Background: an optimization exercise with open tools, aiming at small area and a short achievable clock period. Do not read the settings as production practice. At most, simulation tests tie the RTL to the original design; equivalence was not proved. For run 2, only the layout was checked, not whether the RTL still works. Power is estimated from default activity; no workload was simulated.

==> flow/design.v (outline; a module is shown in full before it is edited, if it fits) <==
// module fa: 4 lines
// module ha: 4 lines
// module top_fp_mul_N32_M23_E8: 1332 lines
module top_fp_mul_N32_M23_E8(input  wire clk,
                             input  wire [31:0] a1,
                             input  wire [31:0] b1,
                             output wire [31:0] y);
  // ...
==> flow/flow/run.sh <==
#!/bin/bash
bash standard.sh MATCH_CELL_FOOTPRINT=0 RECOVER_POWER=100 "BUFFER_PORTS_ARGS=-buffer_cell sky130_fd_sc_hd__buf_2" finish > standard.log 2>&1
==> flow/standard.sh <==
#!/bin/bash
# synth_recipe.tcl (not shown) runs the flow's synth.tcl, then flattens the netlist and writes it again
# the make line also repeats each setting of config.mk as NAME=value (left out here)
make -C /OpenROAD-flow-scripts/flow DESIGN_CONFIG=/design/flow/config.mk WORK_HOME=/design/flow/orfs CLKGATE_MAP_FILE= SYNTH_SCRIPT=/design/flow/synth_recipe.tcl "${@:-finish}"
==> flow/config.mk <==
export PLATFORM = sky130hd
export DESIGN_NAME = top_fp_mul_N32_M23_E8
export DESIGN_NICKNAME = top_fp_mul_N32_M23_E8
export VERILOG_FILES = /design/flow/design.v
export SDC_FILE = /design/flow/constraint.sdc
export NUM_CORES = 4
export LEC_CHECK = 0
export ABC_AREA = 1
export CAP_MARGIN = 20
export CORE_MARGIN = 2
export CORE_UTILIZATION = 50
export CTS_BUF_LIST = sky130_fd_sc_hd__clkbuf_4 sky130_fd_sc_hd__clkbuf_8
export CTS_CLUSTER_SIZE = 30
export PLACE_DENSITY = 0.8
export SETUP_SLACK_MARGIN = 4.0
export SLEW_MARGIN = 70
export SYNTH_HIERARCHICAL = 1
==> flow/constraint.sdc <==
create_clock -name core_clock -period 8.5 [get_ports {clk}]
set_input_delay 1.7000 -clock core_clock [delete_from_list [all_inputs] [get_ports {clk}]]
set_output_delay 1.7000 -clock core_clock [all_outputs]
set_load 0.01 [all_outputs]
==> results.tsv, run 1 <==
stage	metric	value	unit
run_status	outcome	failed layout checks	
run_status	layout violations	max-capacitance violations, max-slew violations	
synth	number of library cell types mapped by synthesis	50	
clock_tree	clock buffer count from CTS	17	
placed_design	post-placement setup slack	3927	ps
synth	most frequent cell after synthesis	xor2_1	
sta	final max-slew violation count	25	
route	total met3 wirelength after detailed routing	5929	µm
clock_tree	total of cells resized after clock tree synthesis	11	
critical_path	top cell family by delay on the critical path	compound AO/OA/AOI/OAI gates	
route	routed wl met2	21570	µm
sta	transition time of the tightest slew-check pin	1749	ps
layout	core occupancy in the finished layout	55.25	%
clock_tree	maximum level of the CTS H-tree	4	
layout	final non-filler cell area	17840	µm²
min_path	Tightest Hold Check Type	register to register	
layout	most common cell after layout, fill and taps aside	xor2_1	
route	overall via count from detail_route	13550	
sta	final critical-path setup slack	2484	ps
die	standard-cell rows	66	
layout	top library cells by usage in the layout, fill and taps aside	298 x xor2_1, 267 x fa_1, 245 x o22ai_1	
placed_design	sum of net half-perimeters after detailed placement	32950	µm
die	Die Area	34000	µm²
synth	most used standard cells in the synthesized netlist	298 x xor2_1, 269 x fa_1, 245 x o22ai_1	
global_routing	total routing usage reported by global routing	27.62	%
power	P_comb	5.75	mW
layout	storage element area	2683	µm²
die	initial core utilization	50.39	%
synth	cell count after synthesis	1739	
synth	post-synthesis adder-cell area fraction	38.02	%
sta	WHS	327.3	ps
critical_path	cells along the critical path	a21o_1 -> a21boi_0 -> o21ai_4 -> a21oi_1 -> inv_1 -> nand3_1 -> nand4_1 -> clkbuf_1 -> nand2_1 -> clkinvlp_2 -> o21ai_0 -> clkbuf_1	
route	number of detailed-route iterations in the first pass	6	
layout	Most flops, register	ra_n	
layout	share of the final layout cell area in sequential cells	15.04	%
synth	basic-gate share of the synthesized area counting and, or, nand and nor cells	6.506	%
run	max-cap viol count	1	
global_routing	global-route track usage on met3	8.319	%
layout	number of ordinary inverters in the final layout	155	
synth	number of flops mapped to enable cells by yosys	0	
power	power density relative to cell area	415.1	nW/µm²
==> run 2, diff against run 1 <==
--- a/flow/design.v
+++ b/flow/design.v
@@ -7,75 +7,59 @@
   assign s = a ^ b;
   assign co = a & b;
 endmodule
 module top_fp_mul_N32_M23_E8(input  wire clk,
                              input  wire [31:0] a1,
                              input  wire [31:0] b1,
                              output wire [31:0] y);
   genvar k;
-  reg  [22:0] ra_n;           
-  reg  [11:0] one_n, two_n;   
-  wire [22:0] ra = ~ra_n;
-  reg  [10:0] negr;
-  wire [11:0] neg = {1'b1, negr};    
-  wire [11:0] nneg = ~neg;
-  wire [24:0] bx = {1'b1, b1[22:0], 1'b0};
-  wire [11:0] one_d, two_d, neg_d;
-  generate for (k = 0; k < 12; k = k + 1) begin : g_enc
-    assign one_d[k] = bx[2*k+1] ^ bx[2*k];
-    assign two_d[k] = (bx[2*k+2] & ~bx[2*k+1] & ~bx[2*k]) | (~bx[2*k+2] & bx[2*k+1] & bx[2*k]);
-    assign neg_d[k] = bx[2*k+2];
-  end endgenerate
-  reg  [7:0]  re;
-  reg         rs, rS;
   wire [22:0] za, zb;    
   assign za[0] = 1'b1;
   assign zb[0] = 1'b1;
   generate for (k = 1; k < 23; k = k + 1) begin : g_tz
     assign za[k] = ~|a1[k-1:0];
     assign zb[k] = ~|b1[k-1:0];
   end endgenerate
   wire [22:0] zab;
   generate for (k = 0; k < 23; k = k + 1) begin : g_zab
     assign zab[k] = za[k] & zb[22-k];
   end endgenerate
   wire sticky = ~|zab;
-  always @(posedge clk) begin
-    ra_n <= ~a1[22:0];
-    one_n <= ~one_d;
-    two_n <= ~two_d;
-    negr <= neg_d[10:0];
-    re <= a1[30:23] + b1[30:23] + 8'd129;
-    rs <= a1[31] ^ b1[31];
-    rS <= sticky;
-  end
+  wire [24:0] bx = {1'b1, b1[22:0], 1'b0};
+  wire [11:0] one_d, two_d, neg_d;
+  generate for (k = 0; k < 12; k = k + 1) begin : g_enc
+    assign one_d[k] = bx[2*k+1] ^ bx[2*k];
+    assign two_d[k] = (bx[2*k+2] & ~bx[2*k+1] & ~bx[2*k]) | (~bx[2*k+2] & bx[2*k+1] & bx[2*k]);
+    assign neg_d[k] = bx[2*k+2];
+  end endgenerate
+  wire [11:0] nneg_d = ~neg_d;
   wire [24:0] pp0;
   wire [24:0] pp1;
   wire [24:0] pp2;
   wire [24:0] pp3;
   wire [24:0] pp4;
   wire [24:0] pp5;
   wire [24:0] pp6;
   wire [24:0] pp7;
   wire [24:0] pp8;
   wire [24:0] pp9;
   wire [24:0] pp10;
   wire [24:0] pp11;
-  wire n1;
-  wire n2;
-  wire n3;
-  wire n4;
-  wire n5;
-  wire n6;
-  wire n7;
-  wire n8;
-  wire n9;
-  wire n10;
-  wire n11;
+  wire i1;
+  wire i2;
+  wire i3;
+  wire i4;
+  wire i5;
+  wire i6;
+  wire i7;
+  wire i8;
+  wire i9;
+  wire i10;
+  wire i11;
   wire s12;
   wire c13;
   wire s14;
   wire c15;
   wire s16;
   wire c17;
   wire s18;
   wire c19;
@@ -634,16 +618,33 @@
   wire s572;
   wire c573;
   wire s574;
   wire c575;
   wire s576;
   wire c577;
   wire s578;
   wire c579;
+  reg  [22:0] ra_n;           
+  reg  [11:0] one_n, two_n;  
+  reg  [10:0] negr;
+  reg  [7:0]  re;
+  reg         rs, rS;
+  always @(posedge clk) begin
+    ra_n  <= ~a1[22:0];
+    one_n <= ~one_d[11:0];
+    two_n <= ~two_d[11:0];
+    negr <= neg_d[10:0];
+    re   <= a1[30:23] + b1[30:23] + 8'd129;
+    rs   <= a1[31] ^ b1[31];
+    rS   <= sticky;
+  end
+  wire [11:0] neg = {1'b1, negr};    
+  wire [11:0] nneg = ~neg;
+  wire [22:0] ra = ~ra_n;
   assign pp0[0] = neg[0] ^ ((~ra_n[0] & ~one_n[0]));
   assign pp0[1] = neg[0] ^ ((~ra_n[1] & ~one_n[0]) | (~ra_n[0] & ~two_n[0]));
   assign pp0[2] = neg[0] ^ ((~ra_n[2] & ~one_n[0]) | (~ra_n[1] & ~two_n[0]));
   assign pp0[3] = neg[0] ^ ((~ra_n[3] & ~one_n[0]) | (~ra_n[2] & ~two_n[0]));
   assign pp0[4] = neg[0] ^ ((~ra_n[4] & ~one_n[0]) | (~ra_n[3] & ~two_n[0]));
   assign pp0[5] = neg[0] ^ ((~ra_n[5] & ~one_n[0]) | (~ra_n[4] & ~two_n[0]));
   assign pp0[6] = neg[0] ^ ((~ra_n[6] & ~one_n[0]) | (~ra_n[5] & ~two_n[0]));
   assign pp0[7] = neg[0] ^ ((~ra_n[7] & ~one_n[0]) | (~ra_n[6] & ~two_n[0]));
@@ -934,147 +935,147 @@
   assign pp11[17] = neg[11] ^ ((~ra_n[17] & ~one_n[11]) | (~ra_n[16] & ~two_n[11]));
   assign pp11[18] = neg[11] ^ ((~ra_n[18] & ~one_n[11]) | (~ra_n[17] & ~two_n[11]));
   assign pp11[19] = neg[11] ^ ((~ra_n[19] & ~one_n[11]) | (~ra_n[18] & ~two_n[11]));
   assign pp11[20] = neg[11] ^ ((~ra_n[20] & ~one_n[11]) | (~ra_n[19] & ~two_n[11]));
   assign pp11[21] = neg[11] ^ ((~ra_n[21] & ~one_n[11]) | (~ra_n[20] & ~two_n[11]));
   assign pp11[22] = neg[11] ^ ((~ra_n[22] & ~one_n[11]) | (~ra_n[21] & ~two_n[11]));
   assign pp11[23] = neg[11] ^ (~one_n[11] | (~ra_n[22] & ~two_n[11]));
   assign pp11[24] = neg[11] ^ (~two_n[11]);
-  assign n1 = ~pp0[22];
-  assign n2 = ~ra[4];
-  assign n3 = ~ra[6];
-  assign n4 = ~ra[8];
-  assign n5 = ~ra[10];
-  assign n6 = ~ra[12];
-  assign n7 = ~ra[14];
-  assign n8 = ~ra[16];
-  assign n9 = ~ra[18];
-  assign n10 = ~ra[20];
-  assign n11 = ~ra[22];
+  assign i1 = ~pp0[22];
+  assign i2 = ~ra[4];
+  assign i3 = ~ra[6];
+  assign i4 = ~ra[8];
+  assign i5 = ~ra[10];
+  assign i6 = ~ra[12];
+  assign i7 = ~ra[14];
+  assign i8 = ~ra[16];
+  assign i9 = ~ra[18];
+  assign i10 = ~ra[20];
+  assign i11 = ~ra[22];
   ha u13 (.a(neg[1]), .b(pp0[2]), .s(s12), .co(c13));
   ha u15 (.a(pp0[3]), .b(pp1[1]), .s(s14), .co(c15));
-  ha u17 (.a(neg[2]), .b(pp0[4]), .s(s16), .co(c17));
-  fa u19 (.a(pp1[2]), .b(pp2[0]), .ci(c15), .s(s18), .co(c19));
-  ha u21 (.a(pp0[5]), .b(pp1[3]), .s(s20), .co(c21));
-  fa u23 (.a(pp2[1]), .b(c17), .ci(s20), .s(s22), .co(c23));
-  ha u25 (.a(neg[3]), .b(pp0[6]), .s(s24), .co(c25));
-  fa u27 (.a(pp1[4]), .b(pp2[2]), .ci(pp3[0]), .s(s26), .co(c27));
-  fa u29 (.a(c21), .b(s24), .ci(s26), .s(s28), .co(c29));
-  ha u31 (.a(pp0[7]), .b(pp1[5]), .s(s30), .co(c31));
-  fa u33 (.a(pp2[3]), .b(pp3[1]), .ci(c25), .s(s32), .co(c33));
-  fa u35 (.a(s30), .b(c27), .ci(s32), .s(s34), .co(c35));
-  ha u37 (.a(neg[4]), .b(pp0[8]), .s(s36), .co(c37));
-  fa u39 (.a(pp1[6]), .b(pp2[4]), .ci(pp3[2]), .s(s38), .co(c39));
-  fa u41 (.a(pp4[0]), .b(c31), .ci(s36), .s(s40), .co(c41));
-  fa u43 (.a(s38), .b(c33), .ci(s40), .s(s42), .co(c43));
-  ha u45 (.a(pp0[9]), .b(pp1[7]), .s(s44), .co(c45));
-  fa u47 (.a(pp2[5]), .b(pp3[3]), .ci(pp4[1]), .s(s46), .co(c47));
-  fa u49 (.a(c37), .b(s44), .ci(c39), .s(s48), .co(c49));
-  fa u51 (.a(s46), .b(c41), .ci(s48), .s(s50), .co(c51));
-  ha u53 (.a(neg[5]), .b(pp0[10]), .s(s52), .co(c53));
-  fa u55 (.a(pp1[8]), .b(pp2[6]), .ci(pp3[4]), .s(s54), .co(c55));
-  fa u57 (.a(pp4[2]), .b(pp5[0]), .ci(c45), .s(s56), .co(c57));
-  fa u59 (.a(s52), .b(c47), .ci(s54), .s(s58), .co(c59));
-  fa u61 (.a(s56), .b(c49), .ci(s58), .s(s60), .co(c61));
-  ha u63 (.a(pp0[11]), .b(pp1[9]), .s(s62), .co(c63));
-  fa u65 (.a(pp2[7]), .b(pp3[5]), .ci(pp4[3]), .s(s64), .co(c65));
-  fa u67 (.a(pp5[1]), .b(c53), .ci(s62), .s(s66), .co(c67));
-  fa u69 (.a(c55), .b(s64), .ci(c57), .s(s68), .co(c69));
-  fa u71 (.a(s66), .b(c59), .ci(s68), .s(s70), .co(c71));
-  ha u73 (.a(neg[6]), .b(pp0[12]), .s(s72), .co(c73));
-  fa u75 (.a(pp1[10]), .b(pp2[8]), .ci(pp3[6]), .s(s74), .co(c75));
-  fa u77 (.a(pp4[4]), .b(pp5[2]), .ci(pp6[0]), .s(s76), .co(c77));
-  fa u79 (.a(c63), .b(s72), .ci(c65), .s(s78), .co(c79));
-  fa u81 (.a(s74), .b(s76), .ci(c67), .s(s80), .co(c81));
-  fa u83 (.a(s78), .b(c69), .ci(s80), .s(s82), .co(c83));
-  ha u85 (.a(pp0[13]), .b(pp1[11]), .s(s84), .co(c85));
-  fa u87 (.a(pp2[9]), .b(pp3[7]), .ci(pp4[5]), .s(s86), .co(c87));
-  fa u89 (.a(pp5[3]), .b(pp6[1]), .ci(c73), .s(s88), .co(c89));
-  fa u91 (.a(s84), .b(c75), .ci(c77), .s(s90), .co(c91));
-  fa u93 (.a(s86), .b(s88), .ci(c79), .s(s92), .co(c93));
-  fa u95 (.a(s90), .b(c81), .ci(s92), .s(s94), .co(c95));
-  ha u97 (.a(neg[7]), .b(pp0[14]), .s(s96), .co(c97));
-  fa u99 (.a(pp1[12]), .b(pp2[10]), .ci(pp3[8]), .s(s98), .co(c99));
-  fa u101 (.a(pp4[6]), .b(pp5[4]), .ci(pp6[2]), .s(s100), .co(c101));
-  fa u103 (.a(pp7[0]), .b(c85), .ci(s96), .s(s102), .co(c103));
-  fa u105 (.a(c87), .b(s100), .ci(s98), .s(s104), .co(c105));
-  fa u107 (.a(c89), .b(s102), .ci(c91), .s(s106), .co(c107));
-  fa u109 (.a(s104), .b(c93), .ci(s106), .s(s108), .co(c109));
-  ha u111 (.a(pp0[15]), .b(pp1[13]), .s(s110), .co(c111));
-  fa u113 (.a(pp2[11]), .b(pp3[9]), .ci(pp4[7]), .s(s112), .co(c113));
-  fa u115 (.a(pp5[5]), .b(pp6[3]), .ci(pp7[1]), .s(s114), .co(c115));
-  fa u117 (.a(c97), .b(s110), .ci(c101), .s(s116), .co(c117));
-  fa u119 (.a(c99), .b(s112), .ci(s114), .s(s118), .co(c119));
-  fa u121 (.a(c103), .b(s116), .ci(c105), .s(s120), .co(c121));
-  fa u123 (.a(s118), .b(c107), .ci(s120), .s(s122), .co(c123));
-  ha u125 (.a(neg[8]), .b(pp0[16]), .s(s124), .co(c125));
-  fa u127 (.a(pp1[14]), .b(pp2[12]), .ci(pp3[10]), .s(s126), .co(c127));
-  fa u129 (.a(pp4[8]), .b(pp5[6]), .ci(pp6[4]), .s(s128), .co(c129));
-  fa u131 (.a(pp7[2]), .b(pp8[0]), .ci(c111), .s(s130), .co(c131));
-  fa u133 (.a(s124), .b(c113), .ci(c115), .s(s132), .co(c133));
-  fa u135 (.a(s126), .b(s128), .ci(s130), .s(s134), .co(c135));
-  fa u137 (.a(c117), .b(c119), .ci(s132), .s(s136), .co(c137));
-  fa u139 (.a(s134), .b(c121), .ci(s136), .s(s138), .co(c139));
-  ha u141 (.a(pp0[17]), .b(pp1[15]), .s(s140), .co(c141));
-  fa u143 (.a(pp2[13]), .b(pp3[11]), .ci(pp4[9]), .s(s142), .co(c143));
-  fa u145 (.a(pp5[7]), .b(pp6[5]), .ci(pp7[3]), .s(s144), .co(c145));
-  fa u147 (.a(pp8[1]), .b(c125), .ci(s140), .s(s146), .co(c147));
-  fa u149 (.a(c127), .b(c129), .ci(s142), .s(s148), .co(c149));
-  fa u151 (.a(s144), .b(c131), .ci(s146), .s(s150), .co(c151));
-  fa u153 (.a(c133), .b(s148), .ci(c135), .s(s152), .co(c153));
-  fa u155 (.a(s150), .b(c137), .ci(s152), .s(s154), .co(c155));
-  ha u157 (.a(neg[9]), .b(pp0[18]), .s(s156), .co(c157));
-  fa u159 (.a(pp1[16]), .b(pp2[14]), .ci(pp3[12]), .s(s158), .co(c159));
-  fa u161 (.a(pp4[10]), .b(pp5[8]), .ci(pp6[6]), .s(s160), .co(c161));
-  fa u163 (.a(pp7[4]), .b(pp8[2]), .ci(pp9[0]), .s(s162), .co(c163));
-  fa u165 (.a(c141), .b(s156), .ci(c143), .s(s164), .co(c165));
-  fa u167 (.a(c145), .b(s158), .ci(s160), .s(s166), .co(c167));
-  fa u169 (.a(s162), .b(c147), .ci(s164), .s(s168), .co(c169));
-  fa u171 (.a(c149), .b(s166), .ci(c151), .s(s170), .co(c171));
-  fa u173 (.a(s168), .b(c153), .ci(s170), .s(s172), .co(c173));
-  ha u175 (.a(pp0[19]), .b(pp1[17]), .s(s174), .co(c175));
-  fa u177 (.a(pp2[15]), .b(pp3[13]), .ci(pp4[11]), .s(s176), .co(c177));
-  fa u179 (.a(pp5[9]), .b(pp6[7]), .ci(pp7[5]), .s(s178), .co(c179));
-  fa u181 (.a(pp8[3]), .b(pp9[1]), .ci(c157), .s(s180), .co(c181));
-  fa u183 (.a(s174), .b(c159), .ci(c161), .s(s182), .co(c183));
-  fa u185 (.a(c163), .b(s176), .ci(s178), .s(s184), .co(c185));
-  fa u187 (.a(s180), .b(c165), .ci(c167), .s(s186), .co(c187));
-  fa u189 (.a(s182), .b(s184), .ci(c169), .s(s188), .co(c189));
-  fa u191 (.a(s186), .b(c171), .ci(s188), .s(s190), .co(c191));
-  ha u193 (.a(neg[10]), .b(pp0[20]), .s(s192), .co(c193));
-  fa u195 (.a(pp10[0]), .b(pp1[18]), .ci(pp2[16]), .s(s194), .co(c195));
-  fa u197 (.a(pp3[14]), .b(pp4[12]), .ci(pp5[10]), .s(s196), .co(c197));
-  fa u199 (.a(pp6[8]), .b(pp7[6]), .ci(pp8[4]), .s(s198), .co(c199));
-  fa u201 (.a(pp9[2]), .b(c175), .ci(s192), .s(s200), .co(c201));
-  fa u203 (.a(c177), .b(c179), .ci(s194), .s(s202), .co(c203));
-  fa u205 (.a(s196), .b(s198), .ci(c181), .s(s204), .co(c205));
-  fa u207 (.a(s200), .b(c183), .ci(c185), .s(s206), .co(c207));
-  fa u209 (.a(s202), .b(s204), .ci(c187), .s(s208), .co(c209));
-  fa u211 (.a(s206), .b(c189), .ci(s208), .s(s210), .co(c211));
-  ha u213 (.a(pp0[21]), .b(pp10[1]), .s(s212), .co(c213));
-  fa u215 (.a(pp1[19]), .b(pp2[17]), .ci(pp3[15]), .s(s214), .co(c215));
-  fa u217 (.a(pp4[13]), .b(pp5[11]), .ci(pp6[9]), .s(s216), .co(c217));
-  fa u219 (.a(pp7[7]), .b(pp8[5]), .ci(pp9[3]), .s(s218), .co(c219));
-  fa u221 (.a(c193), .b(s212), .ci(c195), .s(s220), .co(c221));
-  fa u223 (.a(c197), .b(c199), .ci(s214), .s(s222), .co(c223));
-  fa u225 (.a(s216), .b(s218), .ci(c201), .s(s224), .co(c225));
-  fa u227 (.a(s220), .b(c203), .ci(s222), .s(s226), .co(c227));
-  fa u229 (.a(c205), .b(s224), .ci(c207), .s(s228), .co(c229));
-  fa u231 (.a(s226), .b(c209), .ci(s228), .s(s230), .co(c231));
+  fa u17 (.a(neg[2]), .b(pp0[4]), .ci(pp1[2]), .s(s16), .co(c17));
+  ha u19 (.a(pp2[0]), .b(c15), .s(s18), .co(c19));
+  fa u21 (.a(pp0[5]), .b(pp1[3]), .ci(pp2[1]), .s(s20), .co(c21));
+  ha u23 (.a(c17), .b(c19), .s(s22), .co(c23));
+  fa u25 (.a(neg[3]), .b(pp0[6]), .ci(pp1[4]), .s(s24), .co(c25));
+  fa u27 (.a(pp2[2]), .b(pp3[0]), .ci(c21), .s(s26), .co(c27));
+  ha u29 (.a(s24), .b(c23), .s(s28), .co(c29));
+  fa u31 (.a(pp0[7]), .b(pp1[5]), .ci(pp2[3]), .s(s30), .co(c31));
+  fa u33 (.a(pp3[1]), .b(c25), .ci(s30), .s(s32), .co(c33));
+  ha u35 (.a(c27), .b(c29), .s(s34), .co(c35));
+  fa u37 (.a(neg[4]), .b(pp0[8]), .ci(pp1[6]), .s(s36), .co(c37));
+  fa u39 (.a(pp2[4]), .b(pp3[2]), .ci(pp4[0]), .s(s38), .co(c39));
+  fa u41 (.a(c31), .b(s36), .ci(s38), .s(s40), .co(c41));
+  ha u43 (.a(c33), .b(s40), .s(s42), .co(c43));
+  fa u45 (.a(pp0[9]), .b(pp1[7]), .ci(pp2[5]), .s(s44), .co(c45));
+  fa u47 (.a(pp3[3]), .b(pp4[1]), .ci(c37), .s(s46), .co(c47));
+  fa u49 (.a(c39), .b(s44), .ci(s46), .s(s48), .co(c49));
+  ha u51 (.a(c41), .b(c43), .s(s50), .co(c51));
+  fa u53 (.a(neg[5]), .b(pp0[10]), .ci(pp1[8]), .s(s52), .co(c53));
+  fa u55 (.a(pp2[6]), .b(pp3[4]), .ci(pp4[2]), .s(s54), .co(c55));
+  fa u57 (.a(pp5[0]), .b(c45), .ci(s52), .s(s56), .co(c57));
+  fa u59 (.a(s54), .b(c47), .ci(s56), .s(s58), .co(c59));
+  ha u61 (.a(c49), .b(s58), .s(s60), .co(c61));
+  fa u63 (.a(pp0[11]), .b(pp1[9]), .ci(pp2[7]), .s(s62), .co(c63));
+  fa u65 (.a(pp3[5]), .b(pp4[3]), .ci(pp5[1]), .s(s64), .co(c65));
+  fa u67 (.a(c53), .b(c55), .ci(s62), .s(s66), .co(c67));
+  fa u69 (.a(s64), .b(c57), .ci(s66), .s(s68), .co(c69));
+  ha u71 (.a(c59), .b(s68), .s(s70), .co(c71));
+  fa u73 (.a(neg[6]), .b(pp0[12]), .ci(pp1[10]), .s(s72), .co(c73));
+  fa u75 (.a(pp2[8]), .b(pp3[6]), .ci(pp4[4]), .s(s74), .co(c75));
+  fa u77 (.a(pp5[2]), .b(pp6[0]), .ci(c63), .s(s76), .co(c77));
+  fa u79 (.a(c65), .b(s72), .ci(s74), .s(s78), .co(c79));
+  fa u81 (.a(s76), .b(c67), .ci(s78), .s(s80), .co(c81));
+  ha u83 (.a(c69), .b(s80), .s(s82), .co(c83));
+  fa u85 (.a(pp0[13]), .b(pp1[11]), .ci(pp2[9]), .s(s84), .co(c85));
+  fa u87 (.a(pp3[7]), .b(pp4[5]), .ci(pp5[3]), .s(s86), .co(c87));
+  fa u89 (.a(pp6[1]), .b(c73), .ci(c75), .s(s88), .co(c89));
+  fa u91 (.a(s84), .b(s86), .ci(c77), .s(s90), .co(c91));
+  fa u93 (.a(c79), .b(s88), .ci(s90), .s(s92), .co(c93));
+  ha u95 (.a(c81), .b(c83), .s(s94), .co(c95));
+  fa u97 (.a(neg[7]), .b(pp0[14]), .ci(pp1[12]), .s(s96), .co(c97));
+  fa u99 (.a(pp2[10]), .b(pp3[8]), .ci(pp4[6]), .s(s98), .co(c99));
+  fa u101 (.a(pp5[4]), .b(pp6[2]), .ci(pp7[0]), .s(s100), .co(c101));
+  fa u103 (.a(c85), .b(c87), .ci(s100), .s(s102), .co(c103));
+  fa u105 (.a(s96), .b(s98), .ci(c89), .s(s104), .co(c105));
+  fa u107 (.a(s102), .b(c91), .ci(s104), .s(s106), .co(c107));
+  ha u109 (.a(c93), .b(s106), .s(s108), .co(c109));
+  fa u111 (.a(pp0[15]), .b(pp1[13]), .ci(pp2[11]), .s(s110), .co(c111));
+  fa u113 (.a(pp3[9]), .b(pp4[7]), .ci(pp5[5]), .s(s112), .co(c113));
+  fa u115 (.a(pp6[3]), .b(pp7[1]), .ci(c101), .s(s114), .co(c115));
+  fa u117 (.a(c97), .b(c99), .ci(s110), .s(s116), .co(c117));
+  fa u119 (.a(s112), .b(s114), .ci(c103), .s(s118), .co(c119));
+  fa u121 (.a(s116), .b(c105), .ci(s118), .s(s120), .co(c121));
+  ha u123 (.a(c107), .b(s120), .s(s122), .co(c123));
+  fa u125 (.a(neg[8]), .b(pp0[16]), .ci(pp1[14]), .s(s124), .co(c125));
+  fa u127 (.a(pp2[12]), .b(pp3[10]), .ci(pp4[8]), .s(s126), .co(c127));
+  fa u129 (.a(pp5[6]), .b(pp6[4]), .ci(pp7[2]), .s(s128), .co(c129));
+  fa u131 (.a(pp8[0]), .b(c111), .ci(c113), .s(s130), .co(c131));
+  fa u133 (.a(s124), .b(s126), .ci(s128), .s(s132), .co(c133));
+  fa u135 (.a(c115), .b(c117), .ci(s130), .s(s134), .co(c135));
+  fa u137 (.a(s132), .b(c119), .ci(s134), .s(s136), .co(c137));
+  ha u139 (.a(c121), .b(s136), .s(s138), .co(c139));
+  fa u141 (.a(pp0[17]), .b(pp1[15]), .ci(pp2[13]), .s(s140), .co(c141));
+  fa u143 (.a(pp3[11]), .b(pp4[9]), .ci(pp5[7]), .s(s142), .co(c143));
+  fa u145 (.a(pp6[5]), .b(pp7[3]), .ci(pp8[1]), .s(s144), .co(c145));
+  fa u147 (.a(c125), .b(c127), .ci(c129), .s(s146), .co(c147));
+  fa u149 (.a(s140), .b(s142), .ci(s144), .s(s148), .co(c149));
+  fa u151 (.a(c131), .b(c133), .ci(s146), .s(s150), .co(c151));
+  fa u153 (.a(s148), .b(c135), .ci(s150), .s(s152), .co(c153));
+  ha u155 (.a(c137), .b(s152), .s(s154), .co(c155));
+  fa u157 (.a(neg[9]), .b(pp0[18]), .ci(pp1[16]), .s(s156), .co(c157));
+  fa u159 (.a(pp2[14]), .b(pp3[12]), .ci(pp4[10]), .s(s158), .co(c159));
+  fa u161 (.a(pp5[8]), .b(pp6[6]), .ci(pp7[4]), .s(s160), .co(c161));
+  fa u163 (.a(pp8[2]), .b(pp9[0]), .ci(c141), .s(s162), .co(c163));
+  fa u165 (.a(c143), .b(c145), .ci(s156), .s(s164), .co(c165));
+  fa u167 (.a(s158), .b(s160), .ci(c147), .s(s166), .co(c167));
+  fa u169 (.a(s162), .b(c149), .ci(s164), .s(s168), .co(c169));
+  fa u171 (.a(s166), .b(c151), .ci(s168), .s(s170), .co(c171));
+  ha u173 (.a(c153), .b(s170), .s(s172), .co(c173));
+  fa u175 (.a(pp0[19]), .b(pp1[17]), .ci(pp2[15]), .s(s174), .co(c175));
+  fa u177 (.a(pp3[13]), .b(pp4[11]), .ci(pp5[9]), .s(s176), .co(c177));
+  fa u179 (.a(pp6[7]), .b(pp7[5]), .ci(pp8[3]), .s(s178), .co(c179));
+  fa u181 (.a(pp9[1]), .b(c157), .ci(c159), .s(s180), .co(c181));
+  fa u183 (.a(c161), .b(s174), .ci(s176), .s(s182), .co(c183));
+  fa u185 (.a(s178), .b(c163), .ci(c165), .s(s184), .co(c185));
+  fa u187 (.a(s180), .b(s182), .ci(c167), .s(s186), .co(c187));
+  fa u189 (.a(c169), .b(s184), .ci(s186), .s(s188), .co(c189));
+  ha u191 (.a(c171), .b(c173), .s(s190), .co(c191));
+  fa u193 (.a(neg[10]), .b(pp0[20]), .ci(pp10[0]), .s(s192), .co(c193));
+  fa u195 (.a(pp1[18]), .b(pp2[16]), .ci(pp3[14]), .s(s194), .co(c195));
+  fa u197 (.a(pp4[12]), .b(pp5[10]), .ci(pp6[8]), .s(s196), .co(c197));
+  fa u199 (.a(pp7[6]), .b(pp8[4]), .ci(pp9[2]), .s(s198), .co(c199));
+  fa u201 (.a(c175), .b(c177), .ci(c179), .s(s200), .co(c201));
+  fa u203 (.a(s192), .b(s194), .ci(s196), .s(s202), .co(c203));
+  fa u205 (.a(s198), .b(c181), .ci(c183), .s(s204), .co(c205));
+  fa u207 (.a(s200), .b(s202), .ci(c185), .s(s206), .co(c207));
+  fa u209 (.a(s204), .b(c187), .ci(s206), .s(s208), .co(c209));
+  ha u211 (.a(c189), .b(s208), .s(s210), .co(c211));
+  fa u213 (.a(pp0[21]), .b(pp10[1]), .ci(pp1[19]), .s(s212), .co(c213));
+  fa u215 (.a(pp2[17]), .b(pp3[15]), .ci(pp4[13]), .s(s214), .co(c215));
+  fa u217 (.a(pp5[11]), .b(pp6[9]), .ci(pp7[7]), .s(s216), .co(c217));
+  fa u219 (.a(pp8[5]), .b(pp9[3]), .ci(c193), .s(s218), .co(c219));
+  fa u221 (.a(c195), .b(c197), .ci(c199), .s(s220), .co(c221));
+  fa u223 (.a(s212), .b(s214), .ci(s216), .s(s222), .co(c223));
+  fa u225 (.a(c201), .b(s218), .ci(c203), .s(s224), .co(c225));
+  fa u227 (.a(s220), .b(s222), .ci(c205), .s(s226), .co(c227));
+  fa u229 (.a(s224), .b(c207), .ci(s226), .s(s228), .co(c229));
+  ha u231 (.a(c209), .b(s228), .s(s230), .co(c231));
   fa u233 (.a(pp10[2]), .b(pp11[0]), .ci(pp1[20]), .s(s232), .co(c233));
   fa u235 (.a(pp2[18]), .b(pp3[16]), .ci(pp4[14]), .s(s234), .co(c235));
   fa u237 (.a(pp5[12]), .b(pp6[10]), .ci(pp7[8]), .s(s236), .co(c237));
-  fa u239 (.a(pp8[6]), .b(pp9[4]), .ci(n1), .s(s238), .co(c239));
+  fa u239 (.a(pp8[6]), .b(pp9[4]), .ci(i1), .s(s238), .co(c239));
   fa u241 (.a(c213), .b(c215), .ci(c217), .s(s240), .co(c241));
-  fa u243 (.a(c219), .b(s232), .ci(s234), .s(s242), .co(c243));
-  fa u245 (.a(s236), .b(s238), .ci(c221), .s(s244), .co(c245));
+  fa u243 (.a(s232), .b(s234), .ci(s236), .s(s242), .co(c243));
+  fa u245 (.a(s238), .b(c219), .ci(c221), .s(s244), .co(c245));
   fa u247 (.a(c223), .b(s240), .ci(s242), .s(s246), .co(c247));
-  fa u249 (.a(c225), .b(s244), .ci(c227), .s(s248), .co(c249));
-  fa u251 (.a(s246), .b(c229), .ci(s248), .s(s250), .co(c251));
+  fa u249 (.a(c225), .b(s244), .ci(s246), .s(s248), .co(c249));
+  fa u251 (.a(c227), .b(s248), .ci(c229), .s(s250), .co(c251));
   fa u253 (.a(pp0[22]), .b(pp0[23]), .ci(pp10[3]), .s(s252), .co(c253));
   fa u255 (.a(pp11[1]), .b(pp1[21]), .ci(pp2[19]), .s(s254), .co(c255));
   fa u257 (.a(pp3[17]), .b(pp4[15]), .ci(pp5[13]), .s(s256), .co(c257));
   fa u259 (.a(pp6[11]), .b(pp7[9]), .ci(pp8[7]), .s(s258), .co(c259));
   fa u261 (.a(pp9[5]), .b(c233), .ci(c235), .s(s260), .co(c261));
   fa u263 (.a(c237), .b(c239), .ci(s252), .s(s262), .co(c263));
   fa u265 (.a(s254), .b(s256), .ci(s258), .s(s264), .co(c265));
   fa u267 (.a(c241), .b(c243), .ci(s260), .s(s266), .co(c267));
@@ -1120,17 +1121,17 @@
   fa u347 (.a(pp6[15]), .b(pp7[13]), .ci(pp8[11]), .s(s346), .co(c347));
   fa u349 (.a(pp9[9]), .b(s340), .ci(c319), .s(s348), .co(c349));
   fa u351 (.a(c321), .b(c323), .ci(c325), .s(s350), .co(c351));
   fa u353 (.a(s342), .b(s344), .ci(s346), .s(s352), .co(c353));
   fa u355 (.a(c327), .b(c329), .ci(s348), .s(s354), .co(c355));
   fa u357 (.a(c331), .b(s350), .ci(s352), .s(s356), .co(c357));
   fa u359 (.a(c333), .b(s354), .ci(c335), .s(s358), .co(c359));
   fa u361 (.a(s356), .b(c337), .ci(s358), .s(s360), .co(c361));
-  fa u363 (.a(n2), .b(c341), .ci(pp10[8]), .s(s362), .co(c363));
+  fa u363 (.a(i2), .b(c341), .ci(pp10[8]), .s(s362), .co(c363));
   fa u365 (.a(pp11[6]), .b(pp2[24]), .ci(pp3[22]), .s(s364), .co(c365));
   fa u367 (.a(pp4[20]), .b(pp5[18]), .ci(pp6[16]), .s(s366), .co(c367));
   fa u369 (.a(pp7[14]), .b(pp8[12]), .ci(pp9[10]), .s(s368), .co(c369));
   fa u371 (.a(c343), .b(c345), .ci(c347), .s(s370), .co(c371));
   fa u373 (.a(s362), .b(s364), .ci(s366), .s(s372), .co(c373));
   fa u375 (.a(s368), .b(c349), .ci(c351), .s(s374), .co(c375));
   fa u377 (.a(c353), .b(s370), .ci(s372), .s(s376), .co(c377));
   fa u379 (.a(c355), .b(s374), .ci(c357), .s(s378), .co(c379));
@@ -1140,17 +1141,17 @@
   fa u387 (.a(pp4[21]), .b(pp5[19]), .ci(pp6[17]), .s(s386), .co(c387));
   fa u389 (.a(pp7[15]), .b(pp8[13]), .ci(pp9[11]), .s(s388), .co(c389));
   fa u391 (.a(s382), .b(c363), .ci(c365), .s(s390), .co(c391));
   fa u393 (.a(c367), .b(c369), .ci(s384), .s(s392), .co(c393));
   fa u395 (.a(s386), .b(s388), .ci(c371), .s(s394), .co(c395));
   fa u397 (.a(s390), .b(c373), .ci(s392), .s(s396), .co(c397));
   fa u399 (.a(c375), .b(s394), .ci(c377), .s(s398), .co(c399));
   fa u401 (.a(s396), .b(c379), .ci(s398), .s(s400), .co(c401));
-  fa u403 (.a(n3), .b(c383), .ci(pp10[10]), .s(s402), .co(c403));
+  fa u403 (.a(i3), .b(c383), .ci(pp10[10]), .s(s402), .co(c403));
   fa u405 (.a(pp11[8]), .b(pp3[24]), .ci(pp4[22]), .s(s404), .co(c405));
   fa u407 (.a(pp5[20]), .b(pp6[18]), .ci(pp7[16]), .s(s406), .co(c407));
   fa u409 (.a(pp8[14]), .b(pp9[12]), .ci(c385), .s(s408), .co(c409));
   fa u411 (.a(c387), .b(c389), .ci(s402), .s(s410), .co(c411));
   fa u413 (.a(s404), .b(s406), .ci(c391), .s(s412), .co(c413));
   fa u415 (.a(s408), .b(c393), .ci(s410), .s(s414), .co(c415));
   fa u417 (.a(c395), .b(s412), .ci(c397), .s(s416), .co(c417));
   fa u419 (.a(s414), .b(c399), .ci(s416), .s(s418), .co(c419));
@@ -1158,184 +1159,149 @@
   fa u423 (.a(pp10[11]), .b(pp11[9]), .ci(pp4[23]), .s(s422), .co(c423));
   fa u425 (.a(pp5[21]), .b(pp6[19]), .ci(pp7[17]), .s(s424), .co(c425));
   fa u427 (.a(pp8[15]), .b(pp9[13]), .ci(s420), .s(s426), .co(c427));
   fa u429 (.a(c403), .b(c405), .ci(c407), .s(s428), .co(c429));
   fa u431 (.a(s422), .b(s424), .ci(s426), .s(s430), .co(c431));
   fa u433 (.a(c409), .b(c411), .ci(s428), .s(s432), .co(c433));
   fa u435 (.a(s430), .b(c413), .ci(c415), .s(s434), .co(c435));
   fa u437 (.a(s432), .b(c417), .ci(s434), .s(s436), .co(c437));
-  fa u439 (.a(n4), .b(c421), .ci(pp10[12]), .s(s438), .co(c439));
+  fa u439 (.a(i4), .b(c421), .ci(pp10[12]), .s(s438), .co(c439));
   fa u441 (.a(pp11[10]), .b(pp4[24]), .ci(pp5[22]), .s(s440), .co(c441));
   fa u443 (.a(pp6[20]), .b(pp7[18]), .ci(pp8[16]), .s(s442), .co(c443));
   fa u445 (.a(pp9[14]), .b(c423), .ci(c425), .s(s444), .co(c445));
   fa u447 (.a(c427), .b(s438), .ci(s440), .s(s446), .co(c447));
   fa u449 (.a(s442), .b(c429), .ci(c431), .s(s448), .co(c449));
   fa u451 (.a(s444), .b(s446), .ci(c433), .s(s450), .co(c451));
   fa u453 (.a(s448), .b(c435), .ci(s450), .s(s452), .co(c453));
   fa u455 (.a(nneg[4]), .b(ra[8]), .ci(ra[9]), .s(s454), .co(c455));
   fa u457 (.a(pp10[13]), .b(pp11[11]), .ci(pp5[23]), .s(s456), .co(c457));
   fa u459 (.a(pp6[21]), .b(pp7[19]), .ci(pp8[17]), .s(s458), .co(c459));
   fa u461 (.a(pp9[15]), .b(s454), .ci(c439), .s(s460), .co(c461));
   fa u463 (.a(c441), .b(c443), .ci(s456), .s(s462), .co(c463));
   fa u465 (.a(s458), .b(c445), .ci(s460), .s(s464), .co(c465));
   fa u467 (.a(c447), .b(s462), .ci(c449), .s(s466), .co(c467));
   fa u469 (.a(s464), .b(c451), .ci(s466), .s(s468), .co(c469));
-  fa u471 (.a(n5), .b(c455), .ci(pp10[14]), .s(s470), .co(c471));
+  fa u471 (.a(i5), .b(c455), .ci(pp10[14]), .s(s470), .co(c471));
   fa u473 (.a(pp11[12]), .b(pp5[24]), .ci(pp6[22]), .s(s472), .co(c473));
   fa u475 (.a(pp7[20]), .b(pp8[18]), .ci(pp9[16]), .s(s474), .co(c475));
   fa u477 (.a(c457), .b(c459), .ci(s470), .s(s476), .co(c477));
   fa u479 (.a(s472), .b(s474), .ci(c461), .s(s478), .co(c479));
   fa u481 (.a(c463), .b(s476), .ci(s478), .s(s480), .co(c481));
   fa u483 (.a(c465), .b(c467), .ci(s480), .s(s482), .co(c483));
   fa u485 (.a(nneg[5]), .b(ra[10]), .ci(ra[11]), .s(s484), .co(c485));
   fa u487 (.a(pp10[15]), .b(pp11[13]), .ci(pp6[23]), .s(s486), .co(c487));
   fa u489 (.a(pp7[21]), .b(pp8[19]), .ci(pp9[17]), .s(s488), .co(c489));
   fa u491 (.a(s484), .b(c471), .ci(c473), .s(s490), .co(c491));
   fa u493 (.a(c475), .b(s486), .ci(s488), .s(s492), .co(c493));
   fa u495 (.a(c477), .b(s490), .ci(s492), .s(s494), .co(c495));
   fa u497 (.a(c479), .b(s494), .ci(c481), .s(s496), .co(c497));
-  fa u499 (.a(n6), .b(c485), .ci(pp10[16]), .s(s498), .co(c499));
+  fa u499 (.a(i6), .b(c485), .ci(pp10[16]), .s(s498), .co(c499));
   fa u501 (.a(pp11[14]), .b(pp6[24]), .ci(pp7[22]), .s(s500), .co(c501));
   fa u503 (.a(pp8[20]), .b(pp9[18]), .ci(c487), .s(s502), .co(c503));
   fa u505 (.a(c489), .b(s498), .ci(s500), .s(s504), .co(c505));
   fa u507 (.a(c491), .b(s502), .ci(c493), .s(s506), .co(c507));
   fa u509 (.a(s504), .b(s506), .ci(c495), .s(s508), .co(c509));
   fa u511 (.a(nneg[6]), .b(ra[12]), .ci(ra[13]), .s(s510), .co(c511));
   fa u513 (.a(pp10[17]), .b(pp11[15]), .ci(pp7[23]), .s(s512), .co(c513));
   fa u515 (.a(pp8[21]), .b(pp9[19]), .ci(s510), .s(s514), .co(c515));
   fa u517 (.a(c499), .b(c501), .ci(s512), .s(s516), .co(c517));
   fa u519 (.a(s514), .b(c503), .ci(c505), .s(s518), .co(c519));
   fa u521 (.a(s516), .b(c507), .ci(s518), .s(s520), .co(c521));
-  fa u523 (.a(n7), .b(c511), .ci(pp10[18]), .s(s522), .co(c523));
+  fa u523 (.a(i7), .b(c511), .ci(pp10[18]), .s(s522), .co(c523));
   fa u525 (.a(pp11[16]), .b(pp7[24]), .ci(pp8[22]), .s(s524), .co(c525));
   fa u527 (.a(pp9[20]), .b(c513), .ci(c515), .s(s526), .co(c527));
   fa u529 (.a(s522), .b(s524), .ci(c517), .s(s528), .co(c529));
   fa u531 (.a(s526), .b(c519), .ci(s528), .s(s530), .co(c531));
   fa u533 (.a(nneg[7]), .b(ra[14]), .ci(ra[15]), .s(s532), .co(c533));
   fa u535 (.a(pp10[19]), .b(pp11[17]), .ci(pp8[23]), .s(s534), .co(c535));
   fa u537 (.a(pp9[21]), .b(s532), .ci(c523), .s(s536), .co(c537));
   fa u539 (.a(c525), .b(s534), .ci(c527), .s(s538), .co(c539));
   fa u541 (.a(s536), .b(c529), .ci(s538), .s(s540), .co(c541));
-  fa u543 (.a(n8), .b(c533), .ci(pp10[20]), .s(s542), .co(c543));
+  fa u543 (.a(i8), .b(c533), .ci(pp10[20]), .s(s542), .co(c543));
   fa u545 (.a(pp11[18]), .b(pp8[24]), .ci(pp9[22]), .s(s544), .co(c545));
   fa u547 (.a(c535), .b(s542), .ci(s544), .s(s546), .co(c547));
   fa u549 (.a(c537), .b(s546), .ci(c539), .s(s548), .co(c549));
   fa u551 (.a(nneg[8]), .b(ra[16]), .ci(ra[17]), .s(s550), .co(c551));
   fa u553 (.a(pp10[21]), .b(pp11[19]), .ci(pp9[23]), .s(s552), .co(c553));
   fa u555 (.a(s550), .b(c543), .ci(c545), .s(s554), .co(c555));
   fa u557 (.a(s552), .b(c547), .ci(s554), .s(s556), .co(c557));
-  fa u559 (.a(n9), .b(c551), .ci(pp10[22]), .s(s558), .co(c559));
+  fa u559 (.a(i9), .b(c551), .ci(pp10[22]), .s(s558), .co(c559));
   fa u561 (.a(pp11[20]), .b(pp9[24]), .ci(c553), .s(s560), .co(c561));
   fa u563 (.a(s558), .b(c555), .ci(s560), .s(s562), .co(c563));
   fa u565 (.a(nneg[9]), .b(ra[18]), .ci(ra[19]), .s(s564), .co(c565));
   fa u567 (.a(pp10[23]), .b(pp11[21]), .ci(s564), .s(s566), .co(c567));
   fa u569 (.a(c559), .b(s566), .ci(c561), .s(s568), .co(c569));
-  fa u571 (.a(n10), .b(c565), .ci(pp10[24]), .s(s570), .co(c571));
+  fa u571 (.a(i10), .b(c565), .ci(pp10[24]), .s(s570), .co(c571));
   fa u573 (.a(pp11[22]), .b(c567), .ci(s570), .s(s572), .co(c573));
   fa u575 (.a(nneg[10]), .b(ra[20]), .ci(ra[21]), .s(s574), .co(c575));
   fa u577 (.a(pp11[23]), .b(s574), .ci(c571), .s(s576), .co(c577));
-  fa u579 (.a(n11), .b(c575), .ci(pp11[24]), .s(s578), .co(c579));
-  wire [21:0] lx = {c211, c191, c173, c155, c139, c123, c109, c95, c83, c71, c61, c51, c43, c35, c29, c23, c19, s16, c13, pp1[0], pp0[1], neg[0]};
-  wire [21:0] ly = {s230, s210, s190, s172, s154, s138, s122, s108, s94, s82, s70, s60, s50, s42, s34, s28, s22, s18, s14, s12, 1'b0, pp0[0]};
-  wire cg1 = (lx[1] & ly[1]) | ((lx[1] | ly[1]) & (lx[0] & ly[0]));
-  wire cp1 = (lx[1] | ly[1]) & (lx[0] | ly[0]);
-  wire cg2 = (lx[3] & ly[3]) | ((lx[3] | ly[3]) & (lx[2] & ly[2]));
-  wire cp2 = (lx[3] | ly[3]) & (lx[2] | ly[2]);
-  wire cg3 = cg2 | (cp2 & cg1);
-  wire cp3 = cp2 & cp1;
-  wire cg4 = (lx[4] & ly[4]) | ((lx[4] | ly[4]) & cg3);
-  wire cp4 = (lx[4] | ly[4]) & cp3;
-  wire cg5 = (lx[5] & ly[5]) | ((lx[5] | ly[5]) & cg4);
-  wire cp5 = (lx[5] | ly[5]) & cp4;
-  wire cg6 = (lx[6] & ly[6]) | ((lx[6] | ly[6]) & cg5);
-  wire cp6 = (lx[6] | ly[6]) & cp5;
-  wire cg7 = (lx[7] & ly[7]) | ((lx[7] | ly[7]) & cg6);
-  wire cp7 = (lx[7] | ly[7]) & cp6;
-  wire cg8 = (lx[8] & ly[8]) | ((lx[8] | ly[8]) & cg7);
-  wire cp8 = (lx[8] | ly[8]) & cp7;
-  wire cg9 = (lx[10] & ly[10]) | ((lx[10] | ly[10]) & (lx[9] & ly[9]));
-  wire cp9 = (lx[10] | ly[10]) & (lx[9] | ly[9]);
-  wire cg10 = (lx[11] & ly[11]) | ((lx[11] | ly[11]) & cg9);
-  wire cp10 = (lx[11] | ly[11]) & cp9;
-  wire cg11 = (lx[12] & ly[12]) | ((lx[12] | ly[12]) & cg10);
-  wire cp11 = (lx[12] | ly[12]) & cp10;
-  wire cg12 = (lx[14] & ly[14]) | ((lx[14] | ly[14]) & (lx[13] & ly[13]));
-  wire cp12 = (lx[14] | ly[14]) & (lx[13] | ly[13]);
-  wire cg13 = cg11 | (cp11 & cg8);
-  wire cp13 = cp11 & cp8;
-  wire cg14 = (lx[15] & ly[15]) | ((lx[15] | ly[15]) & cg12);
-  wire cp14 = (lx[15] | ly[15]) & cp12;
-  wire cg15 = (lx[17] & ly[17]) | ((lx[17] | ly[17]) & (lx[16] & ly[16]));
-  wire cp15 = (lx[17] | ly[17]) & (lx[16] | ly[16]);
-  wire cg16 = cg14 | (cp14 & cg13);
-  wire cp16 = cp14 & cp13;
-  wire cg17 = (lx[18] & ly[18]) | ((lx[18] | ly[18]) & cg15);
-  wire cp17 = (lx[18] | ly[18]) & cp15;
-  wire cg18 = (lx[20] & ly[20]) | ((lx[20] | ly[20]) & (lx[19] & ly[19]));
-  wire cp18 = (lx[20] | ly[20]) & (lx[19] | ly[19]);
-  wire cg19 = cg17 | (cp17 & cg16);
-  wire cp19 = cp17 & cp16;
-  wire cg20 = cg18 | (cp18 & cg19);
-  wire cp20 = cp18 & cp19;
-  wire q_c21 = cg20;    
-  wire q_g21 = lx[21] & ly[21], q_t21 = lx[21] | ly[21];
-  wire q_g22 = c231 & s250, q_t22 = c231 | s250;
-  wire q_c22 = q_g21 | (q_t21 & q_c21);
-  wire q_c23n = q_g22 | (q_t22 & q_g21) | (q_t22 & q_t21 & q_c21);
-  wire q_p22n = (c231 ^ s250) ^ q_c22;
+  fa u579 (.a(i11), .b(c575), .ci(pp11[24]), .s(s578), .co(c579));
+  wire [18:0] lx = {c155, c139, c123, c109, c95, s92, c71, c61, c51, s48, c35, s32, s26, s20, s16, c13, pp1[0], pp0[1], neg[0]};
+  wire [18:0] ly = {s172, s154, s138, s122, s108, s94, s82, s70, s60, s50, s42, s34, s28, s22, s18, s14, s12, 1'b0, pp0[0]};
+  wire [19:0] lsum = {1'b0, lx} + {1'b0, ly};
+  wire [3:0] mx = {c231, c211, c191, s188};
+  wire [3:0] my = {s250, s230, s210, s190};
   wire x23 = s272;
-  wire [15:0] lgp = {c531 ^ s540, c521 ^ s530, c509 ^ s520, c497 ^ s508, c483 ^ s496, c469 ^ s482, c453 ^ s468, c437 ^ s452, c419 ^ s436, c401 ^ s418, c381 ^ s400, c361 ^ s380, c339 ^ s360, c317 ^ s338, c295 ^ s316, c273 ^ s294};
-  wire [15:0] lgg = {c531 & s540, c521 & s530, c509 & s520, c497 & s508, c483 & s496, c469 & s482, c453 & s468, c437 & s452, c419 & s436, c401 & s418, c381 & s400, c361 & s380, c339 & s360, c317 & s338, c295 & s316, c273 & s294};
+  wire [15:0] lgx = {c531, c521, c509, c497, c483, c469, c453, c437, c419, c401, c381, c361, c339, c317, c295, c273};
+  wire [15:0] lgy = {s540, s530, s520, s508, s496, s482, s468, s452, s436, s418, s400, s380, s360, s338, s316, s294};
   wire [7:0] hgx = {c579, c577, c573, c569, c563, c557, c549, c541};
-  wire [7:0] hgy = {n11, s578, s576, s572, s568, s562, s556, s548};
+  wire [7:0] hgy = {i11, s578, s576, s572, s568, s562, s556, s548};
   wire [7:0] hg0 = hgx & hgy;
   wire [7:0] hp0 = hgx ^ hgy;
   wire [7:0] hg1 = {(hg0[7] | (hp0[7] & hg0[6])), (hg0[6]), (hg0[5] | (hp0[5] & hg0[4])), (hg0[4]), (hg0[3] | (hp0[3] & hg0[2])), (hg0[2]), (hg0[1] | (hp0[1] & hg0[0])), (hg0[0])};
   wire [7:0] hp1 = {(hp0[7] & hp0[6]), (hp0[6]), (hp0[5] & hp0[4]), (hp0[4]), (hp0[3] & hp0[2]), (hp0[2]), (hp0[1] & hp0[0]), (hp0[0])};
   wire [7:0] hg2 = {(hg1[7] | (hp1[7] & hg1[5])), (hg1[6] | (hp1[6] & hg1[5])), (hg1[5]), (hg1[4]), (hg1[3] | (hp1[3] & hg1[1])), (hg1[2] | (hp1[2] & hg1[1])), (hg1[1]), (hg1[0])};
   wire [7:0] hp2 = {(hp1[7] & hp1[5]), (hp1[6] & hp1[5]), (hp1[5]), (hp1[4]), (hp1[3] & hp1[1]), (hp1[2] & hp1[1]), (hp1[1]), (hp1[0])};
   wire [7:0] hg3 = {(hg2[7] | (hp2[7] & hg2[3])), (hg2[6] | (hp2[6] & hg2[3])), (hg2[5] | (hp2[5] & hg2[3])), (hg2[4] | (hp2[4] & hg2[3])), (hg2[3]), (hg2[2]), (hg2[1]), (hg2[0])};
   wire [7:0] hp3 = {(hp2[7] & hp2[3]), (hp2[6] & hp2[3]), (hp2[5] & hp2[3]), (hp2[4] & hp2[3]), (hp2[3]), (hp2[2]), (hp2[1]), (hp2[0])};
   wire [7:0] hs0 = (hgx ^ hgy) ^ {hg3[6:0], 1'b0};
   wire [7:0] hs1 = (hgx ^ hgy) ^ {hg3[6:0] | hp3[6:0], 1'b1};
-  reg         rx23, rc23, rr0, rr1, rs2;   
-  reg  [15:0] rlp, rlg;     
+  reg         rx23, rcj, rS2, rs2;
+  reg  [15:0] rlx, rly;     
   reg  [7:0] rh0, rh1;     
+  reg  [3:0] rmx, rmy;      
   reg  [7:0]  re2;
   always @(posedge clk) begin
     rx23 <= x23;
-    rlp  <= lgp;
-    rlg  <= lgg;
+    rlx  <= lgx;
+    rly  <= lgy;
     rh0  <= hs0;
     rh1  <= hs1;
-    rc23 <= q_c23n;
-    rr0  <= q_p22n & rS;
-    rr1  <= q_p22n | rS;
+    rmx  <= mx;
+    rmy  <= my;
+    rcj  <= lsum[19];
+    rS2  <= rS;
     rs2  <= rs;
     re2  <= re;
   end
-  wire q_p0 = rx23 ^ rc23;
-  wire q_g0 = rx23 & rc23;
+  wire [4:0] msum = {1'b0, rmx} + {1'b0, rmy} + {4'd0, rcj};
+  wire q_p22 = msum[3];
+  wire q_c23 = msum[4];
+  wire r1 = q_p22 | rS2;
+  wire r0 = q_p22 & rS2;
+  wire q_p0 = rx23 ^ q_c23;
+  wire q_g0 = rx23 & q_c23;
   wire ci_n  = q_g0;                    
-  wire ci_r0 = q_g0 | (q_p0 & rr0);
-  wire ci_r1 = q_g0 | (q_p0 & rr1);
-  wire [15:0] lg0 = rlg;
-  wire [15:0] lp0 = rlp;
+  wire ci_r0 = q_g0 | (q_p0 & r0);
+  wire ci_r1 = q_g0 | (q_p0 & r1);
+  wire [15:0] lp = rlx ^ rly;
+  wire [15:0] lg0 = rlx & rly;
+  wire [15:0] lp0 = lp;
   wire [15:0] lg1 = {(lg0[15] | (lp0[15] & lg0[14])), (lg0[14]), (lg0[13] | (lp0[13] & lg0[12])), (lg0[12]), (lg0[11] | (lp0[11] & lg0[10])), (lg0[10]), (lg0[9] | (lp0[9] & lg0[8])), (lg0[8]), (lg0[7] | (lp0[7] & lg0[6])), (lg0[6]), (lg0[5] | (lp0[5] & lg0[4])), (lg0[4]), (lg0[3] | (lp0[3] & lg0[2])), (lg0[2]), (lg0[1] | (lp0[1] & lg0[0])), (lg0[0])};
   wire [15:0] lp1 = {(lp0[15] & lp0[14]), (lp0[14]), (lp0[13] & lp0[12]), (lp0[12]), (lp0[11] & lp0[10]), (lp0[10]), (lp0[9] & lp0[8]), (lp0[8]), (lp0[7] & lp0[6]), (lp0[6]), (lp0[5] & lp0[4]), (lp0[4]), (lp0[3] & lp0[2]), (lp0[2]), (lp0[1] & lp0[0]), (lp0[0])};
   wire [15:0] lg2 = {(lg1[15] | (lp1[15] & lg1[13])), (lg1[14] | (lp1[14] & lg1[13])), (lg1[13]), (lg1[12]), (lg1[11] | (lp1[11] & lg1[9])), (lg1[10] | (lp1[10] & lg1[9])), (lg1[9]), (lg1[8]), (lg1[7] | (lp1[7] & lg1[5])), (lg1[6] | (lp1[6] & lg1[5])), (lg1[5]), (lg1[4]), (lg1[3] | (lp1[3] & lg1[1])), (lg1[2] | (lp1[2] & lg1[1])), (lg1[1]), (lg1[0])};
   wire [15:0] lp2 = {(lp1[15] & lp1[13]), (lp1[14] & lp1[13]), (lp1[13]), (lp1[12]), (lp1[11] & lp1[9]), (lp1[10] & lp1[9]), (lp1[9]), (lp1[8]), (lp1[7] & lp1[5]), (lp1[6] & lp1[5]), (lp1[5]), (lp1[4]), (lp1[3] & lp1[1]), (lp1[2] & lp1[1]), (lp1[1]), (lp1[0])};
   wire [15:0] lg3 = {(lg2[15] | (lp2[15] & lg2[11])), (lg2[14] | (lp2[14] & lg2[11])), (lg2[13] | (lp2[13] & lg2[11])), (lg2[12] | (lp2[12] & lg2[11])), (lg2[11]), (lg2[10]), (lg2[9]), (lg2[8]), (lg2[7] | (lp2[7] & lg2[3])), (lg2[6] | (lp2[6] & lg2[3])), (lg2[5] | (lp2[5] & lg2[3])), (lg2[4] | (lp2[4] & lg2[3])), (lg2[3]), (lg2[2]), (lg2[1]), (lg2[0])};
   wire [15:0] lp3 = {(lp2[15] & lp2[11]), (lp2[14] & lp2[11]), (lp2[13] & lp2[11]), (lp2[12] & lp2[11]), (lp2[11]), (lp2[10]), (lp2[9]), (lp2[8]), (lp2[7] & lp2[3]), (lp2[6] & lp2[3]), (lp2[5] & lp2[3]), (lp2[4] & lp2[3]), (lp2[3]), (lp2[2]), (lp2[1]), (lp2[0])};
   wire [15:0] lg4 = {(lg3[15] | (lp3[15] & lg3[7])), (lg3[14] | (lp3[14] & lg3[7])), (lg3[13] | (lp3[13] & lg3[7])), (lg3[12] | (lp3[12] & lg3[7])), (lg3[11] | (lp3[11] & lg3[7])), (lg3[10] | (lp3[10] & lg3[7])), (lg3[9] | (lp3[9] & lg3[7])), (lg3[8] | (lp3[8] & lg3[7])), (lg3[7]), (lg3[6]), (lg3[5]), (lg3[4]), (lg3[3]), (lg3[2]), (lg3[1]), (lg3[0])};
   wire [15:0] lp4 = {(lp3[15] & lp3[7]), (lp3[14] & lp3[7]), (lp3[13] & lp3[7]), (lp3[12] & lp3[7]), (lp3[11] & lp3[7]), (lp3[10] & lp3[7]), (lp3[9] & lp3[7]), (lp3[8] & lp3[7]), (lp3[7]), (lp3[6]), (lp3[5]), (lp3[4]), (lp3[3]), (lp3[2]), (lp3[1]), (lp3[0])};
   wire [16:0] cn  = {lg4 | (lp4 & {16{ci_n}}),  ci_n};
   wire [16:0] cr0 = {lg4 | (lp4 & {16{ci_r0}}), ci_r0};
   wire [16:0] cr1 = {lg4 | (lp4 & {16{ci_r1}}), ci_r1};
-  wire [24:0] w0 = {cr0[16] ? rh1 : rh0, rlp ^ cr0[15:0], q_p0 ^ rr0};
-  wire [24:0] w1 = {cr1[16] ? rh1 : rh0, rlp ^ cr1[15:0], q_p0 ^ rr1};
+  wire [24:0] w0 = {cr0[16] ? rh1 : rh0, lp ^ cr0[15:0], q_p0 ^ r0};
+  wire [24:0] w1 = {cr1[16] ? rh1 : rh0, lp ^ cr1[15:0], q_p0 ^ r1};
   wire n = cn[16] ? rh1[7] : rh0[7];
   wire [7:0] re2p1 = re2 + 8'd1;
   wire [7:0] e = n ? re2p1 : re2;
   wire [22:0] m = n ? w1[23:1] : w0[22:0];
   assign y = {rs2, e, m};
 endmodule
==> flow/flow/run.sh (replaced) <==
#!/bin/bash
bash standard.sh MATCH_CELL_FOOTPRINT=0 "BUFFER_PORTS_ARGS=-buffer_cell sky130_fd_sc_hd__buf_2" finish > standard.log 2>&1
==> flow/config.mk (replaced) <==
export PLATFORM = sky130hd
export DESIGN_NAME = top_fp_mul_N32_M23_E8
export DESIGN_NICKNAME = top_fp_mul_N32_M23_E8
export VERILOG_FILES = /design/flow/design.v
export SDC_FILE = /design/flow/constraint.sdc
export NUM_CORES = 4
export LEC_CHECK = 0
export ABC_AREA = 1
export CAP_MARGIN = 20
export CORE_MARGIN = 2
export CORE_UTILIZATION = 40
export SETUP_SLACK_MARGIN = 3.5
export SLEW_MARGIN = 20
export SYNTH_HIERARCHICAL = 1
==> run 2 against run 1 <==
Net effect: now clean on timing, DRC and antenna; flip-flop and latch count grew 7; fmax rose by 26%; final area increased by 4.3%; worst hold slack lost 1.3 ps; global-route usage is 5.0 points lower; sequential power is 4% lower; first-iteration DRC count shrank 32%; total power increased by 7.5%; clock-buffer cell count grew 1; die area increased by 30%; clock skew decreased by 7.1 ps; register-to-register slack improved by 430 ps; highest routed layer unchanged.
==> results.tsv, run 2 <==
stage	metric	value	unit	change
run_status	outcome	no timing/DRC/antenna violations		was failed layout checks
route	via density per instance	5.631		was 6.092
route	number of detailed-route iterations in the first pass	8		was 6
sta	final max-slew violation count	0		was 25
sta	f_max	210.2	MHz	was 166.2 MHz
clock_tree	clock buffer count from CTS	17		unchanged
synth	most frequent cell after synthesis	xor2_1		unchanged
clock_tree	Clk Tree Root Cell	clkbuf_16		was clkbuf_8
placed_design	last weighted congestion value of the routability-driven placer	0.9004		was 0.9300
min_path	Tightest Hold Check Type	register to register		unchanged
critical_path	maximum single-stage delay on the critical path	1060	ps	was 810 ps
layout	post-synthesis to final-layout area growth	9.636	%	was 9.652%
global_routing	initial antenna violation count	1		was 0
global_routing	via count of the first global-routing pass	14020		was 13,700
route	violation count after the first detailed-route iteration	1232		was 1,804
route	overall via count from detail_route	13780		was 13,550
placed_design	sum of net half-perimeters after detailed placement	35150	µm	was 32,950 µm
clock_tree	clk slew on worst S/H paths	70	ps	was 90 ps
layout	Most flops, register	ra_n		unchanged
synth	cell count after synthesis	1863		was 1,739
clock_tree	maximum level of the CTS H-tree	4		unchanged
clock_tree	CTS tree	yes		unchanged
layout	storage element area	2728	µm²	was 2683 µm²
power	power density relative to cell area	428.0	nW/µm²	was 415.1 nW/µm²
critical_path	top cell family by delay on the critical path	adder cells		was compound AO/OA/AOI/OAI gates
synth	number of library cell types mapped by synthesis	42		was 50
die	standard-cell rows	75		was 66
run	max-cap viol count	0		was 1
sta	maximum clock skew at final layout	12.55	ps	was 19.63 ps
critical_path	Most common cell on crit path	fa_1		was clkbuf_1
die	overall die height	210.0	µm	was 184.4 µm
sta	transition time of the tightest slew-check pin	1140	ps	was 1749 ps
global_routing	total routing usage reported by global routing	22.57	%	was 27.62%
synth	number of flops mapped to enable cells by yosys	0		unchanged
power	IR drop worst, VDD	182.7	µV	was 228.3 µV
synth	most used standard cells in the synthesized netlist	281 x xor2_1, 270 x fa_1, 241 x o22ai_1		was 298 x xor2_1, 269 x fa_1, 245 x o22ai_1
layout	most common cell after layout, fill and taps aside	xor2_1		unchanged
layout	top library cells by usage in the layout, fill and taps aside	281 x xor2_1, 269 x fa_1, 241 x o22ai_1		was 298 x xor2_1, 267 x fa_1, 245 x o22ai_1
critical_path	nature of the critical path startpoint	register		unchanged
die	Die Area	44090	µm²	was 34,000 µm²
critical_path	cells along the critical path	o22ai_1 -> xor2_1 -> fa_1 -> fa_1 -> fa_1 -> fa_1 -> ha_1 -> ha_1 -> nand2_1 -> inv_1 -> nand3_1 -> nor3_1 -> o2111ai_1 -> nand3_1		was a21o_1 -> a21boi_0 -> o21ai_4 -> a21oi_1 -> inv_1 -> nand3_1 -> nand4_1 -> clkbuf_1 -> nand2_1 -> clkinvlp_2 -> o21ai_0 -> clkbuf_1
power	Static Leak	8.366	nW	was 7.730 nW
route	post-detailed-route count of antenna-violating nets	0		unchanged
min_path	Hold Crit Depth	0		unchanged
synth	post-synth net total	2279		was 2,137
sta	unrepaired setup endpoints after global routing	no		was yes
critical_path	arrival time at the worst endpoint	5150	ps	was 4320 ps
die	initial core utilization	40.46	%	was 50.39%
synth	post-synth top area cell	fa_1		unchanged
==> run 2: cell types whose count changed in the layout (fill, tap and decap cells not counted), sizes merged, moves of 7 or more <==
| cell | previous run | this run |
|---|---|---|
| nand2 | 158 | 255 |
| buf | 102 | 149 |
| clkbuf | 65 | 19 |
| nand3 | 17 | 62 |
| o21ai | 68 | 43 |
| ha | 64 | 81 |
| xor2 | 298 | 281 |
| inv | 159 | 170 |
| a21oi | 36 | 46 |
| dfxtp | 129 | 136 |
==> run 2: final cells by class <==
cell class,count,share of cell area (%)
inverter,164,3.356
multi-input combinational,1427,70.27
sequential,136,14.66
timing repair buffer,149,4.808
tap,539,3.625
clock inverter,13,0.8338
clock buffer,19,2.434
antenna,1,0.01345
==> run 2: power groups by stage <==
stage | Clock [mW] | Sequential, mW | Combinational [mW]
2_1_floorplan | 0 | 0.998 | 4.41
3_3_place_gp | 0 | 1.03 | 5.90
3_5_place_dp | 0 | 1.03 | 6.07
4_1_cts | 0.771 | 1.02 | 6.12
5_1_grt | 0.801 | 1.04 | 7.10
6_report | 0.753 | 1.02 | 6.19
==> run 2: metal layers <==
| layer | wire length, µm | track usage [%] | share of wire, % |
|---|---|---|---|
| met5 | 0 | 0 | 0 |
| met4 | 1089 | 6.897 | 2.2 |
| met3 | 5133 | 6.034 | 10 |
| met2 | 21320 | 33.86 | 43 |
| met1 | 21500 | 31.88 | 44 |
==> run 2: stage by stage <==
step | area [µm²] | total power [mW] | utilization (%) | setup slack, ps | hold WS [ps]
2_1_floorplan | 16970 | 5.410 | - | 3668 | 309.6
3_3_place_gp | 17890 | 6.930 | 42.64 | 3659 | 310.3
3_5_place_dp | 17890 | 7.102 | 42.64 | 3522 | 312.1
4_1_cts | 18510 | 7.914 | 44.12 | 3477 | 326.9
5_1_grt | 18600 | 8.945 | 44.35 | 3504 | 329.8
6_report | 18610 | 7.963 | 44.36 | 3742 | 326.0
==> run 2: kinds of logic after synthesis <==
group / share of synthesized area [%]
xor+xnor: 15.53
flops: 16.04
buf+inv: 7.026
simple gates: 10.62
fa+ha+maj: 37.82
compound gates: 12.89
mux: 0.06635
==> run 2: per-module statistics from Yosys, one instance, submodules excluded <==
module / cell area (µm²) / cells / copies in the design / flops+latches
fa: 20.02 / 1 / 264 / 0
ha: 12.51 / 1 / 20 / 0
top_fp_mul_N32_M23_E8: 11440 / 1579 / 1 / 136
==> run 2: timing repair <==
item / 4_1_cts / 5_1_grt
setup endpoints to repair: 22 / 28
gates resized for setup: 6 / 8
gates cloned: 0 / 0
buffers inserted: 0 / 8
pin swaps: 0 / 2
==> run 2: path summary, 6_finish.rpt <==
path              slack [ps]     end     start
setup reg to reg        3740     rcj  two_n[2]
hold / removal           330  re2[4]     re[4]
setup / recovery        3740     rcj  two_n[2]
hold reg to reg          330  re2[4]     re[4]
==> run 2: worst reg2reg max path, stage by stage, from the launching register on <==
cell and delay [ps]:
dfxtp_1 1060, o22ai_1 220, xor2_1 210, fa_1 490, fa_1 460, fa_1 550, fa_1 440, ha_1 300
ha_1 300, nand2_1 60, inv_1 60, nand3_1 90, nor3_1 220, o2111ai_1 150, nand3_1 90

## re-timing with driven ports
The results above use ideal ports. As a check the final layouts listed here were re-extracted and re-timed, cells and wires unchanged. Step 1: set_driving_cell puts a clkbuf_16 on clk and a buf_2 on each other input, an assumption about the parent block. Step 2 also shifts input and output timing later by t, the mid clock arrival at the registers, as if the neighbouring blocks saw the same clock. Slacks: no drivers / after step 1 / after step 2; pairs: no drivers / after step 1.
run | t (ns) | setup WS [ns] | worst register clock-pin slew, ns | worst data-port slew with drivers (ns) | pins driven straight from the clock port
run 1 | 0.473 | 2.484 / 2.446 / 2.919 | 0.09 / 0.09 | 0.04 | 1
run 2 | 0.487 | 3.742 / 3.712 / 3.742 | 0.07 / 0.07 | 0.04 | 1
